Background: an optimization exercise with open tools, aiming at small area. Do not read the settings as production practice.
Where RTL was checked, it was by simulation tests only, not by an equivalence proof against the original.
No activity file was given, so power comes from the tool's default toggle rates.

==> inputs of 10-20 <==
==> flow/design.v <==
module SevenHexDecoder(
	input [3:0] i_hex,
	input i_on,
	output [6:0] o_seven_ten,
	output [6:0] o_seven_one
);
	localparam [111:0] ONES = {
		7'b0010010, 7'b0011001, 7'b0110000, 7'b0100100, 7'b1111001, 7'b1000000,
		7'b0010000, 7'b0000000, 7'b1011000, 7'b0000010, 7'b0010010, 7'b0011001,
		7'b0110000, 7'b0100100, 7'b1111001, 7'b1000000
	};
	wire ten = i_hex[3] & (i_hex[2] | i_hex[1]);
	wire [6:0] one = ONES[i_hex * 7 +: 7];
	assign o_seven_ten = i_on ? {1'b1, ten, ten, ten, 1'b0, 1'b0, ten} : 7'h7f;
	assign o_seven_one = i_on ? one : 7'h7f;
endmodule
module Debounce(
	input i_in,
	input i_clk,
	input i_rst,
	output o_neg
);
	logic       deb_r;
	logic [2:0] cnt_r;
	logic       neg_r;
	wire        flip = (cnt_r == 3'd0);
	assign o_neg = neg_r;
	always_ff @(posedge i_clk) begin
		if (i_rst) begin
			deb_r <= 1'b1;
			cnt_r <= 3'd7;
			neg_r <= 1'b0;
		end else begin
			deb_r <= deb_r ^ flip;
			cnt_r <= (i_in != deb_r) ? cnt_r - 3'd1 : 3'd7;
			neg_r <= deb_r & flip;
		end
	end
endmodule
module RngGen(
    input i_clk,
    input i_rst,
    output [3:0] o_rnd
);
    reg [3:0]  counter;
    reg [19:0] state;
    reg [3:0]  held;
    reg        carry;
    wire [19:0] nxt;
    wire        carry_nxt;
    wire last = (counter == 4'd9);
    RngMulW mul(.x(state), .inc(counter[3]), .ci(carry), .y(nxt), .co(carry_nxt));
    always @(posedge i_clk) begin
        carry <= carry_nxt;
        if (i_rst) begin
            state <= '0;
            counter <= '0;
            held <= '0;
        end else begin
            counter <= last ? 4'd0 : counter + 4'd1;
            if (counter[0])
                state <= nxt;
            if (last)
                held <= nxt[19:16];
        end
    end
    assign o_rnd = held;
endmodule
module RngMulW(
    input  [19:0] x,
    input         inc,
    input         ci,
    output [19:0] y,
    output        co
);
    localparam SPLIT = 12;
    genvar i;
    wire [19:0] t1, t;
    wire [20:0] c1, c2, c3, c4;
    assign t1[8:0] = x[8:0];
    assign c1[9] = 1'b0;
    for (i = 9; i < 20; i = i + 1) begin : g_t1
        assign t1[i]   = x[i] ^ x[i-9] ^ c1[i];
        assign c1[i+1] = (x[i] & x[i-9]) | (c1[i] & (x[i] ^ x[i-9]));
    end
    assign t[14:0] = t1[14:0];
    assign c2[15] = 1'b1;
    for (i = 15; i < 20; i = i + 1) begin : g_t
        assign t[i]    = t1[i] ^ ~x[i-15] ^ c2[i];
        assign c2[i+1] = (t1[i] & ~x[i-15]) | (c2[i] & (t1[i] ^ ~x[i-15]));
    end
    wire [19:0] y1;
    assign y1[0] = t[0] ^ inc;
    assign c3[1] = t[0] & inc;
    assign y1[1] = t[1] ^ c3[1];
    assign c3[2] = t[1] & c3[1];
    for (i = 2; i < 20; i = i + 1) begin : g_y1
        wire cin = (i == SPLIT) ? ci : c3[i];
        assign y1[i]   = t[i] ^ t[i-2] ^ cin;
        assign c3[i+1] = (t[i] & t[i-2]) | (cin & (t[i] ^ t[i-2]));
    end
    assign y[11:0] = y1[11:0];
    assign c4[12] = 1'b1;
    for (i = 12; i < 20; i = i + 1) begin : g_y
        assign y[i]    = y1[i] ^ ~t[i-12] ^ c4[i];
        assign c4[i+1] = (y1[i] & ~t[i-12]) | (c4[i] & (y1[i] ^ ~t[i-12]));
    end
    assign co = c3[SPLIT];
endmodule
module Top(
    input i_clk,
    input i_rst,
    input i_start,
    output [3:0] o_random_out,
    output o_led_on
);
    reg [4:0]  phase;
    reg [15:0] s_clock;
    reg [3:0]  cur_number;
    wire [3:0] random;
    RngGen rngGen(
        .i_clk(i_clk),
        .i_rst(i_rst),
        .o_rnd(random)
    );
    wire idle  = phase[4] & phase[3] & (phase[2] | phase[1]);
    wire blink = phase[4] & ~idle;
    localparam [255:0] ROLL_END = {
        16'd47880, 16'd42561, 16'd37836, 16'd33633,
        16'd29898, 16'd26577, 16'd23625, 16'd21006,
        16'd18675, 16'd16605, 16'd14760, 16'd13122,
        16'd11664, 16'd10368, 16'd9216,  16'd8192
    };
    wire [15:0] tick_len = phase[4] ? 16'd32768 : ROLL_END[{phase[3:0], 4'd0} +: 16];
    wire tick_ended = &(s_clock | ~tick_len);
    wire tick_done  = ~idle & tick_ended;
    always @(posedge i_clk)
        s_clock <= (i_start | tick_done) ? 16'd0 : s_clock + 16'd1;
    always @(posedge i_clk) begin
        if (i_rst) begin
            phase <= 5'd26;
            cur_number <= '0;
        end else if (i_start) begin
            phase <= 5'd0;
        end else if (tick_done) begin
            phase <= phase + 5'd1;
            if (!phase[4])
                cur_number <= random;
        end
    end
    assign o_random_out = cur_number;
    assign o_led_on = ~(blink & phase[0]);
endmodule
module lab1_chip(
	input        clk,
	input        rst,
	input        key0,
	output [6:0] hex0,
	output [6:0] hex1
);
	logic keydown;
	logic [3:0] random_value;
	wire led_on;
	Debounce deb0(
		.i_in(key0),
		.i_clk(clk),
		.i_rst(rst),
		.o_neg(keydown)
	);
	Top top0(
		.i_clk(clk),
		.i_rst(rst),
		.i_start(keydown),
		.o_random_out(random_value),
		.o_led_on(led_on)
	);
	SevenHexDecoder seven_dec0(
		.i_hex(random_value),
		.i_on(led_on),
		.o_seven_ten(hex1),
		.o_seven_one(hex0)
	);
endmodule
==> flow/flow/run.sh <==
#!/bin/bash
# Own layout flow: the standard synthesis, then its combinational logic re-optimised for
# area (full adders in the polarity that needs the fewest inverters, then ABC with the
# flip-flops, full adders and tie cells kept as they are and the rest, half adders too,
# remapped), then the standard flow from the floorplan on, with smaller clock-tree and
# port buffers.
set -euo pipefail
W=$PWD
F=$W/flow
R=$W/orfs/results/$FLOW_PLATFORM/lab1_chip/base
LIB=$FLOW_HOME/platforms/sky130hd/lib/sky130_fd_sc_hd__tt_025C_1v80.lib
YOSYS=$FLOW_HOME/../tools/install/yosys/bin/yosys
[ -x "$YOSYS" ] || YOSYS=yosys

bash standard.sh synth > $W/run_synth.log 2>&1
cp $R/1_2_yosys.v $W/std_1_2_yosys.v

mkdir -p $W/reopt
python3 $F/libsplit.py $LIB $W/reopt "fa|conb" > $W/run_libsplit.log 2>&1
python3 $F/fapol.py $W/std_1_2_yosys.v $W/reopt/pol.v > $W/run_fapol.log 2>&1

DU=$(grep -o -- "-dont_use [A-Za-z0-9_]*" $W/orfs/logs/$FLOW_PLATFORM/lab1_chip/base/1_2_yosys.log | sort -u | tr '\n' ' ')
cat > $W/reopt/reopt.ys <<EOF
read_liberty -lib $W/reopt/box.lib
read_liberty -ignore_miss_func $W/reopt/logic.lib
read_verilog $W/reopt/pol.v
hierarchy -top $FLOW_TOP
flatten
opt_clean -purge
abc -liberty $LIB $DU -script "+strash;&get,-n;&deepsyn,-T,30;&put;&get,-n;&dch,-f;&nf,-R,1000,-a;&put"
opt_clean -purge
hilomap -singleton -hicell sky130_fd_sc_hd__conb_1 HI -locell sky130_fd_sc_hd__conb_1 LO
splitnets
opt_clean -purge
stat -liberty $LIB
write_verilog -noattr -nohex -nodec $W/reopt/reopt.v
EOF
$YOSYS -s $W/reopt/reopt.ys > $W/run_reopt.log 2>&1
cp $W/reopt/reopt.v $R/1_2_yosys.v
rm -f $R/1_synth.odb $R/1_synth.sdc

bash standard.sh finish \
  "CTS_ARGS=-sink_clustering_enable -repair_clock_nets -dont_use_dummy_load -buf_list sky130_fd_sc_hd__clkbuf_4" \
  "BUFFER_PORTS_ARGS=-buffer_cell sky130_fd_sc_hd__buf_1" > $W/run_finish.log 2>&1
==> flow/flow/fapol.py <==
#!/usr/bin/env python3
"""Choose, for each full adder (sky130 fa cell), whether to build it in inverted form.
A full adder is self-dual: FA(~a, ~b, ~c) = (~sum, ~cout). Inverting one moves the
inverters from some of its pins to the others; this picks the forms that leave the
fewest inverters between adders and flip-flops, where logic cannot absorb
them. A flipped adder gets an inverter on each of its five pins; the logic
re-optimisation that follows cancels the inverter pairs.
usage: fapol.py IN.v OUT.v"""
import re, sys, random

src = open(sys.argv[1]).read()
KEEP_HA = False  # half adders are re-optimised as logic
inst_re = re.compile(r'^(\s*)(sky130_fd_sc_hd__\w+)\s+(\S+)\s*\((.*?)\);', re.S | re.M)
pin_re = re.compile(r'\.(\w+)\(([^()]*)\)')

cells = []
for m in inst_re.finditer(src):
    pins = {p: n.strip() for p, n in pin_re.findall(m.group(4))}
    cells.append(dict(span=m.span(), indent=m.group(1), typ=m.group(2)[17:], name=m.group(3), pins=pins))

OUTS = ('X', 'Y', 'Q', 'Q_N', 'SUM', 'COUT', 'HI', 'LO')
drv = {}
for i, c in enumerate(cells):
    for p, n in c['pins'].items():
        if p in OUTS:
            drv[n] = (i, p)

def is_inv(c):
    return re.match(r'(clk)?inv_\d+$', c['typ']) is not None

def root(n):
    par = 0
    seen = 0
    while n in drv and is_inv(cells[drv[n][0]]) and seen < 50:
        n = cells[drv[n][0]]['pins']['A']
        par ^= 1
        seen += 1
    return n, par

fas = [i for i, c in enumerate(cells) if re.match(r'fa_\d+$', c['typ'])]
fa_idx = {i: k for k, i in enumerate(fas)}
# box input pins: (owner fa index or None, root net, parity)
box_pins = []
for i, c in enumerate(cells):
    if is_inv(c):
        continue
    t = c['typ']
    if re.match(r'fa_\d+$', t):
        names = ('A', 'B', 'CIN')
    elif re.match(r'ha_\d+$', t) and KEEP_HA:
        names = ('A', 'B')
    elif 'df' in t:
        names = tuple(p for p in c['pins'] if p not in OUTS and p != 'CLK')
    else:
        continue
    for p in names:
        r, par = root(c['pins'][p])
        box_pins.append((fa_idx.get(i), r, par))

def root_flip(r, flip):
    if r in drv and drv[r][0] in fa_idx:
        return flip[fa_idx[drv[r][0]]]
    return 0

def cost(flip):
    need = set()
    for owner, r, par in box_pins:
        f = flip[owner] if owner is not None else 0
        if par ^ f ^ root_flip(r, flip):
            need.add(r)
    return len(need)

n = len(fas)
best = [0] * n
best_c = cost(best)
print('adders', n, 'inverters between boxes before', best_c)
rng = random.Random(1)
for restart in range(20):
    flip = [0] * n if restart == 0 else [rng.randint(0, 1) for _ in range(n)]
    c = cost(flip)
    improved = True
    while improved:
        improved = False
        for k in rng.sample(range(n), n):
            flip[k] ^= 1
            c2 = cost(flip)
            if c2 < c:
                c = c2
                improved = True
            else:
                flip[k] ^= 1
    if c < best_c:
        best, best_c = flip[:], c
print('after', best_c, 'flipped', sum(best))

# emit: flipped adders drive new nets, with an inverter back to the old net for
# any other load; every adder and flip-flop input is rewired to the
# root of its inverter chain, or to one shared inverter of it.
cnt = [0]
extra_wires = []
extra_invs = []
def fmt(n):
    return n + ' ' if n.startswith('\\') else n
def newnet():
    cnt[0] += 1
    w = '_fapol_%d_' % cnt[0]
    extra_wires.append(w)
    return w
avail = {}      # root net -> net carrying the root's value as the adders now give it
inv_of = {}     # net -> net carrying its inverse
for i in fas:
    if best[fa_idx[i]]:
        c = cells[i]
        for p in ('SUM', 'COUT'):
            n = c['pins'].get(p)
            if n:
                w = newnet()
                c['pins'][p] = w
                extra_invs.append((w, n))
                avail[n] = w
                inv_of[w] = n
def inv_net(n):
    if n not in inv_of:
        w = newnet()
        extra_invs.append((n, w))
        inv_of[n] = w
    return inv_of[n]
for i, c in enumerate(cells):
    if is_inv(c):
        continue
    t = c['typ']
    if re.match(r'fa_\d+$', t):
        names = ('A', 'B', 'CIN')
    elif re.match(r'ha_\d+$', t) and KEEP_HA:
        names = ('A', 'B')
    elif 'df' in t:
        names = tuple(p for p in c['pins'] if p not in OUTS and p != 'CLK')
    else:
        continue
    pg = best[fa_idx[i]] if i in fa_idx else 0
    for p in names:
        r, par = root(c['pins'][p])
        pr = 1 if r in avail else 0
        base = avail.get(r, r)
        c['pins'][p] = inv_net(base) if (par ^ pg ^ pr) else base

out = []
pos = 0
for i, c in enumerate(cells):
    s, e = c['span']
    out.append(src[pos:s])
    pos = e
    body = ',\n'.join('    .%s(%s)' % (p, fmt(v)) for p, v in c['pins'].items())
    out.append('%ssky130_fd_sc_hd__%s %s (\n%s\n  );' % (c['indent'], c['typ'], c['name'], body))
rest = src[pos:]
k = rest.rfind('endmodule')
add = ''.join('  wire %s;\n' % w for w in extra_wires)
for j, (a, y) in enumerate(extra_invs):
    add += '  sky130_fd_sc_hd__inv_1 _fapol_inv_%d_ (\n    .A(%s),\n    .Y(%s)\n  );\n' % (j, fmt(a), fmt(y))
out.append(rest[:k] + add + rest[k:])
open(sys.argv[2], 'w').write(''.join(out))
==> flow/flow/libsplit.py <==
#!/usr/bin/env python3
"""Split the platform's liberty file for re-optimising a mapped netlist in Yosys:
box.lib holds the cells kept as they are (flip-flops, latches, adders, tie cells),
logic.lib the other cells, read as logic.
usage: libsplit.py LIB OUTDIR"""
import re, sys
src = open(sys.argv[1]).read()
BOXED = sys.argv[3] if len(sys.argv) > 3 else 'fa|ha|conb'
hdr_end = re.search(r'\n\s*cell\s*\(', src).start()
hdr = src[:hdr_end]
cells = []
pos = hdr_end
pat = re.compile(r'\n\s*cell\s*\(')
while True:
    m = pat.search(src, pos)
    if not m:
        break
    j = src.index('{', m.start())
    depth, k = 1, j + 1
    while depth:
        ch = src[k]
        if ch == '{':
            depth += 1
        elif ch == '}':
            depth -= 1
        k += 1
    name = re.search(r'cell\s*\(\s*"?(\w+)"?', src[m.start():j]).group(1)
    cells.append((name, src[m.start():k]))
    pos = k
def boxed(n, body):
    return (re.search(r'__(%s)_' % BOXED, n) is not None
            or re.search(r'\b(ff|latch|statetable)\s*\(', body) is not None)
open(sys.argv[2] + '/box.lib', 'w').write(hdr + ''.join(b for n, b in cells if boxed(n, b)) + '\n}\n')
open(sys.argv[2] + '/logic.lib', 'w').write(hdr + ''.join(b for n, b in cells if not boxed(n, b)) + '\n}\n')
print(len(cells), 'cells,', sum(1 for n, b in cells if boxed(n, b)), 'boxed')
==> flow/standard.sh <==
#!/bin/bash
# synth_recipe.tcl (not shown) runs the flow's synth.tcl, then flattens the netlist and writes it again
# the make line also repeats each setting of config.mk as NAME=value (left out here)
make -C /OpenROAD-flow-scripts/flow DESIGN_CONFIG=/design/flow/config.mk WORK_HOME=/design/flow/orfs CLKGATE_MAP_FILE= SYNTH_SCRIPT=/design/flow/synth_recipe.tcl "${@:-finish}"
==> flow/config.mk <==
export PLATFORM = sky130hd
export DESIGN_NAME = lab1_chip
export DESIGN_NICKNAME = lab1_chip
export VERILOG_FILES = /design/flow/design.v
export SDC_FILE = /design/flow/constraint.sdc
export NUM_CORES = 4
export LEC_CHECK = 0
export ABC_AREA = 1
export CAP_MARGIN = 20
export CORE_MARGIN = 2
export CORE_UTILIZATION = 65
export PLACE_DENSITY = 0.75
export SLEW_MARGIN = 20
==> flow/constraint.sdc <==
create_clock -name core_clock -period 7.0 [get_ports {clk}]
set_input_delay 1.4000 -clock core_clock [delete_from_list [all_inputs] [get_ports {clk}]]
set_output_delay 1.4000 -clock core_clock [all_outputs]
set_load 0.01 [all_outputs]
==> inputs of 11-02, as changes to 10-20 <==
==> flow/design.v (replaced) <==
module SevenHexDecoder(
	input [3:0] i_hex,
	input i_on,
	output [6:0] o_seven_ten,
	output [6:0] o_seven_one
);
	localparam [111:0] ONES = {
		7'b0010010, 7'b0011001, 7'b0110000, 7'b0100100, 7'b1111001, 7'b1000000,
		7'b0010000, 7'b0000000, 7'b1011000, 7'b0000010, 7'b0010010, 7'b0011001,
		7'b0110000, 7'b0100100, 7'b1111001, 7'b1000000
	};
	wire ten = i_hex[3] & (i_hex[2] | i_hex[1]);
	wire [6:0] one = ONES[i_hex * 7 +: 7];
	assign o_seven_ten = i_on ? {1'b1, ten, ten, ten, 1'b0, 1'b0, ten} : 7'h7f;
	assign o_seven_one = i_on ? one : 7'h7f;
endmodule
module Debounce(
	input i_in,
	input i_clk,
	input i_rst,
	output o_neg
);
	logic       deb_r;
	logic [2:0] cnt_r;
	logic       neg_r;
	wire        flip = (cnt_r == 3'd0);
	assign o_neg = neg_r;
	always_ff @(posedge i_clk) begin
		if (i_rst) begin
			deb_r <= 1'b1;
			cnt_r <= 3'd7;
			neg_r <= 1'b0;
		end else begin
			deb_r <= deb_r ^ flip;
			cnt_r <= (i_in != deb_r) ? cnt_r - 3'd1 : 3'd7;
			neg_r <= deb_r & flip;
		end
	end
endmodule
module RngGen(
    input i_clk,
    input i_rst,
    output [3:0] o_rnd
);
    reg [3:0]  counter;
    reg [19:0] state;
    reg [2:0]  carry;
    wire [19:0] nxt;
    wire [2:0]  carry_nxt;
    RngMul mul(.x(state), .ci(carry), .y(nxt), .co(carry_nxt));
    always @(posedge i_clk) begin
        carry <= carry_nxt;
        if (i_rst) begin
            state <= '0;
            counter <= '0;
        end else if (counter == 4'd9) begin
            state <= nxt;
            counter <= '0;
        end else
            counter <= counter + 4'd1;
    end
    assign o_rnd = state[19:16];
endmodule
module RngMul(
    input  [19:0] x,
    input  [2:0]  ci,
    output [19:0] y,
    output [2:0]  co
);
    localparam SPLIT_R1 = 12, SPLIT_T1 = 14, SPLIT_Y = 14;
    wire [19:0] r1, r2, s;
    wire [20:0] c1, c2, c3, c4, c5;
    genvar i;
    assign r1[3:0] = x[3:0];
    assign c1[4] = 1'b0;
    for (i = 4; i < 20; i = i + 1) begin : g_r1
        wire cin = (i == SPLIT_R1) ? ci[0] : c1[i];
        assign r1[i]   = x[i] ^ x[i-4] ^ cin;
        assign c1[i+1] = (x[i] & x[i-4]) | (cin & (x[i] ^ x[i-4]));
    end
    assign r2[11:0] = r1[11:0];
    assign c2[12] = 1'b0;
    for (i = 12; i < 20; i = i + 1) begin : g_r2
        assign r2[i]   = r1[i] ^ x[i-12] ^ c2[i];
        assign c2[i+1] = (r1[i] & x[i-12]) | (c2[i] & (r1[i] ^ x[i-12]));
    end
    assign s[17:0] = r2[17:0];
    assign c3[18] = 1'b1;
    for (i = 18; i < 20; i = i + 1) begin : g_s
        assign s[i]    = r2[i] ^ ~x[i-18] ^ c3[i];
        assign c3[i+1] = (r2[i] & ~x[i-18]) | (c3[i] & (r2[i] ^ ~x[i-18]));
    end
    wire [19:0] t1;
    assign t1[0] = ~s[0];
    assign c4[1] = s[0];
    assign t1[1] = s[1] ^ c4[1];
    assign c4[2] = s[1] & c4[1];
    for (i = 2; i < 20; i = i + 1) begin : g_t1
        wire cin = (i == SPLIT_T1) ? ci[1] : c4[i];
        assign t1[i]   = s[i] ^ s[i-2] ^ cin;
        assign c4[i+1] = (s[i] & s[i-2]) | (cin & (s[i] ^ s[i-2]));
    end
    assign y[4:0] = t1[4:0];
    assign c5[5] = 1'b1;
    for (i = 5; i < 20; i = i + 1) begin : g_y
        wire cin = (i == SPLIT_Y) ? ci[2] : c5[i];
        assign y[i]    = t1[i] ^ ~s[i-5] ^ cin;
        assign c5[i+1] = (t1[i] & ~s[i-5]) | (cin & (t1[i] ^ ~s[i-5]));
    end
    assign co = {c5[SPLIT_Y], c4[SPLIT_T1], c1[SPLIT_R1]};
endmodule
module Top(
    input i_clk,
    input i_rst,
    input i_start,
    output [3:0] o_random_out,
    output o_led_on
);
    reg        run, blink;
    reg [3:0]  ticks;
    reg [15:0] s_clock;
    reg [3:0]  cur_number;
    wire [3:0] random;
    RngGen rngGen(
        .i_clk(i_clk),
        .i_rst(i_rst),
        .o_rnd(random)
    );
    localparam [255:0] ROLL_END = {
        16'd47880, 16'd42561, 16'd37836, 16'd33633,
        16'd29898, 16'd26577, 16'd23625, 16'd21006,
        16'd18675, 16'd16605, 16'd14760, 16'd13122,
        16'd11664, 16'd10368, 16'd9216,  16'd8192
    };
    wire [15:0] tick_len = blink ? 16'd32768 : ROLL_END[{ticks, 4'd0} +: 16];
    wire tick_ended = &(s_clock | ~tick_len);
    wire last_tick  = blink ? (ticks == 4'd9) : (ticks == 4'd15);
    wire tick_done  = run & tick_ended;
    always @(posedge i_clk) begin
        s_clock <= (i_start | tick_done) ? 16'd0 : s_clock + 16'd1;
        ticks   <= i_start ? 4'd0 : ticks + {3'd0, tick_done};
    end
    always @(posedge i_clk) begin
        if (i_rst) begin
            run <= 1'b0;
            blink <= 1'b0;
            cur_number <= '0;
        end else if (i_start) begin
            run <= 1'b1;
            blink <= 1'b0;
        end else if (tick_done) begin
            if (!blink)
                cur_number <= random;
            if (last_tick) begin
                if (blink) run <= 1'b0;
                blink <= ~blink;
            end
        end
    end
    assign o_random_out = cur_number;
    assign o_led_on = ~(blink & ticks[0]);
endmodule
module lab1_chip(
	input        clk,
	input        rst,
	input        key0,
	output [6:0] hex0,
	output [6:0] hex1
);
	logic keydown;
	logic [3:0] random_value;
	wire led_on;
	Debounce deb0(
		.i_in(key0),
		.i_clk(clk),
		.i_rst(rst),
		.o_neg(keydown)
	);
	Top top0(
		.i_clk(clk),
		.i_rst(rst),
		.i_start(keydown),
		.o_random_out(random_value),
		.o_led_on(led_on)
	);
	SevenHexDecoder seven_dec0(
		.i_hex(random_value),
		.i_on(led_on),
		.o_seven_ten(hex1),
		.o_seven_one(hex0)
	);
endmodule
CORE_UTILIZATION = 40   (was 65)
PLACE_DENSITY = default   (was 0.75)
==> inputs of 04-15, as changes to 10-20 <==
--- a/flow/design.v
+++ b/flow/design.v
@@ -45,10 +45,8 @@
     reg [3:0]  counter;
     reg [19:0] state;
-    reg [3:0]  held;
-    reg        carry;
+    reg [2:0]  carry;
     wire [19:0] nxt;
-    wire        carry_nxt;
-    wire last = (counter == 4'd9);
-    RngMulW mul(.x(state), .inc(counter[3]), .ci(carry), .y(nxt), .co(carry_nxt));
+    wire [2:0]  carry_nxt;
+    RngMul mul(.x(state), .ci(carry), .y(nxt), .co(carry_nxt));
     always @(posedge i_clk) begin
         carry <= carry_nxt;
@@ -56,55 +54,59 @@
             state <= '0;
             counter <= '0;
-            held <= '0;
-        end else begin
-            counter <= last ? 4'd0 : counter + 4'd1;
-            if (counter[0])
-                state <= nxt;
-            if (last)
-                held <= nxt[19:16];
-        end
+        end else if (counter == 4'd9) begin
+            state <= nxt;
+            counter <= '0;
+        end else
+            counter <= counter + 4'd1;
     end
-    assign o_rnd = held;
+    assign o_rnd = state[19:16];
 endmodule
-module RngMulW(
+module RngMul(
     input  [19:0] x,
-    input         inc,
-    input         ci,
+    input  [2:0]  ci,
     output [19:0] y,
-    output        co
+    output [2:0]  co
 );
-    localparam SPLIT = 12;
+    localparam SPLIT_R1 = 12, SPLIT_T1 = 14, SPLIT_Y = 14;
+    wire [19:0] r1, r2, s;
+    wire [20:0] c1, c2, c3, c4, c5;
     genvar i;
-    wire [19:0] t1, t;
-    wire [20:0] c1, c2, c3, c4;
-    assign t1[8:0] = x[8:0];
-    assign c1[9] = 1'b0;
-    for (i = 9; i < 20; i = i + 1) begin : g_t1
-        assign t1[i]   = x[i] ^ x[i-9] ^ c1[i];
-        assign c1[i+1] = (x[i] & x[i-9]) | (c1[i] & (x[i] ^ x[i-9]));
+    assign r1[3:0] = x[3:0];
+    assign c1[4] = 1'b0;
+    for (i = 4; i < 20; i = i + 1) begin : g_r1
+        wire cin = (i == SPLIT_R1) ? ci[0] : c1[i];
+        assign r1[i]   = x[i] ^ x[i-4] ^ cin;
+        assign c1[i+1] = (x[i] & x[i-4]) | (cin & (x[i] ^ x[i-4]));
     end
-    assign t[14:0] = t1[14:0];
-    assign c2[15] = 1'b1;
-    for (i = 15; i < 20; i = i + 1) begin : g_t
-        assign t[i]    = t1[i] ^ ~x[i-15] ^ c2[i];
-        assign c2[i+1] = (t1[i] & ~x[i-15]) | (c2[i] & (t1[i] ^ ~x[i-15]));
+    assign r2[11:0] = r1[11:0];
+    assign c2[12] = 1'b0;
+    for (i = 12; i < 20; i = i + 1) begin : g_r2
+        assign r2[i]   = r1[i] ^ x[i-12] ^ c2[i];
+        assign c2[i+1] = (r1[i] & x[i-12]) | (c2[i] & (r1[i] ^ x[i-12]));
     end
-    wire [19:0] y1;
-    assign y1[0] = t[0] ^ inc;
-    assign c3[1] = t[0] & inc;
-    assign y1[1] = t[1] ^ c3[1];
-    assign c3[2] = t[1] & c3[1];
-    for (i = 2; i < 20; i = i + 1) begin : g_y1
-        wire cin = (i == SPLIT) ? ci : c3[i];
-        assign y1[i]   = t[i] ^ t[i-2] ^ cin;
-        assign c3[i+1] = (t[i] & t[i-2]) | (cin & (t[i] ^ t[i-2]));
+    assign s[17:0] = r2[17:0];
+    assign c3[18] = 1'b1;
+    for (i = 18; i < 20; i = i + 1) begin : g_s
+        assign s[i]    = r2[i] ^ ~x[i-18] ^ c3[i];
+        assign c3[i+1] = (r2[i] & ~x[i-18]) | (c3[i] & (r2[i] ^ ~x[i-18]));
     end
-    assign y[11:0] = y1[11:0];
-    assign c4[12] = 1'b1;
-    for (i = 12; i < 20; i = i + 1) begin : g_y
-        assign y[i]    = y1[i] ^ ~t[i-12] ^ c4[i];
-        assign c4[i+1] = (y1[i] & ~t[i-12]) | (c4[i] & (y1[i] ^ ~t[i-12]));
+    wire [19:0] t1;
+    assign t1[0] = ~s[0];
+    assign c4[1] = s[0];
+    assign t1[1] = s[1] ^ c4[1];
+    assign c4[2] = s[1] & c4[1];
+    for (i = 2; i < 20; i = i + 1) begin : g_t1
+        wire cin = (i == SPLIT_T1) ? ci[1] : c4[i];
+        assign t1[i]   = s[i] ^ s[i-2] ^ cin;
+        assign c4[i+1] = (s[i] & s[i-2]) | (cin & (s[i] ^ s[i-2]));
     end
-    assign co = c3[SPLIT];
+    assign y[4:0] = t1[4:0];
+    assign c5[5] = 1'b1;
+    for (i = 5; i < 20; i = i + 1) begin : g_y
+        wire cin = (i == SPLIT_Y) ? ci[2] : c5[i];
+        assign y[i]    = t1[i] ^ ~s[i-5] ^ cin;
+        assign c5[i+1] = (t1[i] & ~s[i-5]) | (cin & (t1[i] ^ ~s[i-5]));
+    end
+    assign co = {c5[SPLIT_Y], c4[SPLIT_T1], c1[SPLIT_R1]};
 endmodule
 module Top(
==> notes <==
The highest non-clock buffer count belongs to 10-20, the lowest to 11-02. The highest power belongs to 11-02, the lowest to 04-15. Register-to-register slack: 10-20 < 11-02 < 04-15. The highest sequential share of layout area belongs to 10-20, the lowest to 11-02. Setup slack: 04-15 is better than 11-02 (0.15 ns).
No functional check of the RTL was part of 10-20.

## re-timing with driven ports
The flow's constraints put no driver on any port. The routed layouts listed below were extracted and timed again, unchanged, in two steps. Step 1 sets driving cells, clkbuf_16 on the clock port and buf_2 on the other inputs (assumed; they add their load-dependent delay and slew). Step 2 adds t to the input delays and takes it off the output delays; t is the mean of the earliest and latest rising clock arrival at the registers after step 1. Input paths then give back, and output paths get back, about the clock's delay inside the block. Slacks: ideal / step 1 / step 2; pairs: ideal / step 1.
| run | t, ns | setup WS [ns] | worst setup path after step 2 | worst data-port slew with drivers (ns) |
|---|---|---|---|---|
| 10-20 | 0.416 | 0.224 / 0.224 / 0.224 | register to register | 0.03 |
| 11-02 | 0.414 | 0.423 / 0.423 / 0.423 | register to register | 0.03 |
| 04-15 | 0.411 | 0.572 / 0.572 / 0.572 | register to register | 0.03 |
After both steps every run listed still meets setup and hold.
